From an optimization exercise on the open Yosys and OpenROAD flow, aimed at small area; shortcuts taken in it are not production practice.
In this exercise RTL edits were held to simulation tests only and were not proved equivalent to the original.
Power and IR drop assume default switching activity.

## top_leds
module top_leds(
  input         clk,
  input         reset,
  input  [76:0] str,
  input         new_string,
  output [15:0] ledsOut
);
Settings: LEC_CHECK=0, ABC_AREA=1, CAP_MARGIN=20, CORE_MARGIN=2, CORE_UTILIZATION=30, SLEW_MARGIN=20, SYNTH_MEMORY_MAX_BITS=65536; clock period 10.0 ns.
run.sh (not shown) runs the stock make flow with config.mk's settings and CLKGATE_MAP_FILE= SYNTH_SCRIPT=/design/flow/synth_recipe.tcl, a recipe that flattens the netlist after the stock synthesis.
The first run ran to the end with no violations.
Edit:
ABC_AREA = unset   (was 1)
Result: Non-clock buffer count increases by 26; global-route usage increases by 3.7 points; combinational power decreases by 7.4%.

* * *

Another version of the RTL of top_leds (not shown whole).
Size: roughly 930 cells after synthesis, roughly 96 I/O pins, ~6000 µm² of cells after synthesis.
export LEC_CHECK = 0
export ABC_AREA = 1
export CAP_MARGIN = 20
export CORE_MARGIN = 2
export CORE_UTILIZATION = 40
export CTS_BUF_LIST = sky130_fd_sc_hd__clkbuf_8
export CTS_CLUSTER_SIZE = 24
export SLEW_MARGIN = 20
export SYNTH_MEMORY_MAX_BITS = 65536
create_clock -name core_clock -period 10.0 [get_ports {clk}]
standard.sh (not shown) runs the stock make flow with config.mk's settings and CLKGATE_MAP_FILE= SYNTH_SCRIPT=/design/flow/synth_recipe.tcl, a recipe that flattens the netlist after the stock synthesis.
==> flow/flow/run.sh <==
#!/bin/bash
# Own layout flow: the standard flow (standard.sh) with two changes.
#  1. Synthesis is the standard synthesis script, except that its one
#     technology-mapping ABC call runs flow/abc_area_deep.script (deep AIG
#     optimisation, then area-only mapping) instead of ORFS's abc_area.script.
#     Registers come from the same Yosys steps, so they are the standard ones.
#     Yosys's extract_fa is skipped too, so ABC maps the few counters as
#     plain logic instead of fixed half-adder cells.
#  2. Port buffers use the smallest buffer cell, sky130_fd_sc_hd__buf_1.
# Each step's output goes to a log file of its own in the work folder (and
# ORFS's own per-step logs stay under orfs/logs/).
set -euo pipefail
W=$(pwd)
F=$W/flow
{
  echo "proc abc {args} {"
  echo "  set i [lsearch -exact \$args -script]"
  echo "  if {\$i >= 0} { lset args [expr {\$i + 1}] {$F/abc_area_deep.script} }"
  echo "  yosys abc {*}\$args"
  echo "}"
  echo "proc extract_fa {args} {}"
  cat "$W/synth_recipe.tcl"
} > "$W/own_synth.tcl"
bash "$W/standard.sh" SYNTH_SCRIPT="$W/own_synth.tcl" synth > "$W/log_1_synth.txt" 2>&1
export BUFFER_PORTS_ARGS="-buffer_cell sky130_fd_sc_hd__buf_1"
bash "$W/standard.sh" finish > "$W/log_2_layout.txt" 2>&1
==> flow/flow/abc_area_deep.script <==
strash
&get -n
&deepsyn -T 240
&put
dch
amap
topo
Then changed:
CORE_UTILIZATION = 50   (was 40)
GPL_TIMING_DRIVEN = 0   (was unset)
After rerunning:
- The new run passed the timing, DRC and antenna checks
- clock skew went down by 0.0031 ns
- final area went down by 2.3%
- die area went down by 19%
- setup slack degrades by 1.2 ns

* * *

tundra:
top_leds, a different RTL version from the one above (not shown whole).
Size in the first run: about 870 cells after synthesis, roughly 68 flip-flops, roughly 96 I/O pins, about 5700 µm² of cells after synthesis.
export LEC_CHECK = 0
export ABC_AREA = 1
export CAP_MARGIN = 20
export CORE_MARGIN = 2
export CORE_UTILIZATION = 50
export CTS_BUF_LIST = sky130_fd_sc_hd__clkbuf_8
export CTS_CLUSTER_SIZE = 24
export GPL_TIMING_DRIVEN = 0
export SLEW_MARGIN = 20
export SYNTH_MEMORY_MAX_BITS = 65536
create_clock -name core_clock -period 10.0 [get_ports {clk}]
==> flow/flow/run.sh <==
#!/bin/bash
# Own layout flow: the standard flow (standard.sh) with two changes.
#  1. Synthesis is the standard synthesis script, except that its one
#     technology-mapping ABC call runs flow/abc_area_deep.script (deep AIG
#     optimisation, then area-only mapping) instead of ORFS's abc_area.script.
#     Registers come from the same Yosys steps, so they are the standard ones.
#     Yosys's extract_fa is skipped too, so ABC maps the few counters as
#     plain logic instead of fixed half-adder cells.
#  2. Port buffers use the smallest buffer cell, sky130_fd_sc_hd__buf_1.
#  3. Clock tree synthesis uses clkbuf_8 buffers and no dummy loads.
# Each step's output goes to a log file of its own in the work folder (and
# ORFS's own per-step logs stay under orfs/logs/).
set -euo pipefail
W=$(pwd)
F=$W/flow
{
  echo "proc abc {args} {"
  echo "  set i [lsearch -exact \$args -script]"
  echo "  if {\$i >= 0} { lset args [expr {\$i + 1}] {$F/abc_area_deep.script} }"
  echo "  yosys abc {*}\$args"
  echo "}"
  echo "proc extract_fa {args} {}"
  cat "$W/synth_recipe.tcl"
} > "$W/own_synth.tcl"
bash "$W/standard.sh" SYNTH_SCRIPT="$W/own_synth.tcl" synth > "$W/log_1_synth.txt" 2>&1
export BUFFER_PORTS_ARGS="-buffer_cell sky130_fd_sc_hd__buf_1"
export CTS_ARGS="-sink_clustering_enable -repair_clock_nets -buf_list sky130_fd_sc_hd__clkbuf_8 -sink_clustering_size 24 -dont_use_dummy_load"
bash "$W/standard.sh" finish > "$W/log_2_layout.txt" 2>&1
==> flow/flow/abc_area_deep.script <==
strash
&get -n
&deepsyn -T 600
&put
dch
amap
topo
The inputs of cedar differ from those of tundra as listed below.
-- flow/flow/run.sh --
<<< tundra, line 9
#  2. Port buffers use the smallest buffer cell, sky130_fd_sc_hd__buf_1.
#  3. Clock tree synthesis uses clkbuf_8 buffers and no dummy loads.
# Each step's output goes to a log file of its own in the work folder (and
>>> cedar, line 9
#  2. Port buffers use the smallest buffer cell, sky130_fd_sc_hd__buf_1.
#  3. Clock tree synthesis uses a clkbuf_8 root, clkbuf_4 buffers below it
#     and no dummy loads.
# Each step's output goes to a log file of its own in the work folder (and
<<< tundra, line 26
export BUFFER_PORTS_ARGS="-buffer_cell sky130_fd_sc_hd__buf_1"
export CTS_ARGS="-sink_clustering_enable -repair_clock_nets -buf_list sky130_fd_sc_hd__clkbuf_8 -sink_clustering_size 24 -dont_use_dummy_load"
bash "$W/standard.sh" finish > "$W/log_2_layout.txt" 2>&1
>>> cedar, line 27
export BUFFER_PORTS_ARGS="-buffer_cell sky130_fd_sc_hd__buf_1"
export CTS_ARGS="-sink_clustering_enable -repair_clock_nets -root_buf sky130_fd_sc_hd__clkbuf_8 -buf_list sky130_fd_sc_hd__clkbuf_4 -sink_clustering_size 24 -dont_use_dummy_load"
bash "$W/standard.sh" finish > "$W/log_2_layout.txt" 2>&1
==> flow/flow/abc_area_deep.script <==
strash
&get -n
&deepsyn -T 900
&put
dch
amap
topo
==> comparison <==
cedar went all the way through synthesis, placement and routing and the layout is clean on timing, DRC and antenna.
The sequential share of layout area number comes out lower for tundra vs cedar.
The clock-buffer cell count of tundra and that of cedar are within noise of each other.
Compared with tundra, cedar shows combinational group share of total power higher by 0.3 points.
Reported for tundra and cedar, count of flip-flops with a built-in enable after synthesis turned out identical to the last digit.
Setup changes, cedar to onyx
-- flow/flow/run.sh --
<<< cedar, line 9
#  2. Port buffers use the smallest buffer cell, sky130_fd_sc_hd__buf_1.
#  3. Clock tree synthesis uses a clkbuf_8 root, clkbuf_4 buffers below it
#     and no dummy loads.
# Each step's output goes to a log file of its own in the work folder (and
>>> onyx, line 9
#  2. Port buffers use the smallest buffer cell, sky130_fd_sc_hd__buf_1.
#  3. Clock tree synthesis uses clkbuf_8 buffers and no dummy loads.
# Each step's output goes to a log file of its own in the work folder (and
<<< cedar, line 27
export BUFFER_PORTS_ARGS="-buffer_cell sky130_fd_sc_hd__buf_1"
export CTS_ARGS="-sink_clustering_enable -repair_clock_nets -root_buf sky130_fd_sc_hd__clkbuf_8 -buf_list sky130_fd_sc_hd__clkbuf_4 -sink_clustering_size 24 -dont_use_dummy_load"
bash "$W/standard.sh" finish > "$W/log_2_layout.txt" 2>&1
>>> onyx, line 26
export BUFFER_PORTS_ARGS="-buffer_cell sky130_fd_sc_hd__buf_1"
export CTS_ARGS="-sink_clustering_enable -repair_clock_nets -buf_list sky130_fd_sc_hd__clkbuf_8 -sink_clustering_size 24 -dont_use_dummy_load"
bash "$W/standard.sh" finish > "$W/log_2_layout.txt" 2>&1
Notes after the runs:
Final-layout setup total negative slack: cedar vs onyx — no meaningful difference. Core region area came out exactly the same in onyx and cedar. Changes observed in onyx relative to cedar: die boundary height flat, total CTS buffers flat, maximum VDD drop flat, number of sequential storage elements flat.

## static timing again, ports no longer ideal
The results above use ideal ports. As a check the final layouts listed here were re-extracted and re-timed, cells and wires unchanged. Step 1, drivers: a clkbuf_16 drives clk and a buf_2 each remaining input, both assumed. Step 2 moves the port delays by t, midway between the first and last clock arrival at a register: inputs arrive t later, outputs are due t later. That takes back most of the time a late clock gives input paths. Three values: ideal ports, drivers, drivers and shift; two values: the first two.
run	t (ns)	slack for setup (ns)	hold slack, ns
the first run of note 1	0.373	5.713 / 5.675 / 5.626	0.457 / 0.457 / 0.457
the second run of note 1	0.380	4.540 / 4.540 / 4.540	0.454 / 0.454 / 0.454
the first run of note 2	0.397	2.484 / 2.484 / 2.484	0.443 / 0.443 / 0.443
the second run of note 2	0.404	1.271 / 1.271 / 1.271	0.468 / 0.468 / 0.468
tundra	0.406	1.003 / 1.003 / 1.003	0.455 / 0.455 / 0.455
cedar	0.375	1.620 / 1.620 / 1.620	0.455 / 0.455 / 0.455
onyx	0.375	1.620 / 1.620 / 1.620	0.455 / 0.455 / 0.455
After both steps setup and hold are still met in every run listed. The setup slack of the first run of note 1, which loses most, moves by -0.038 ns with the drivers and by -0.087 ns with both steps.
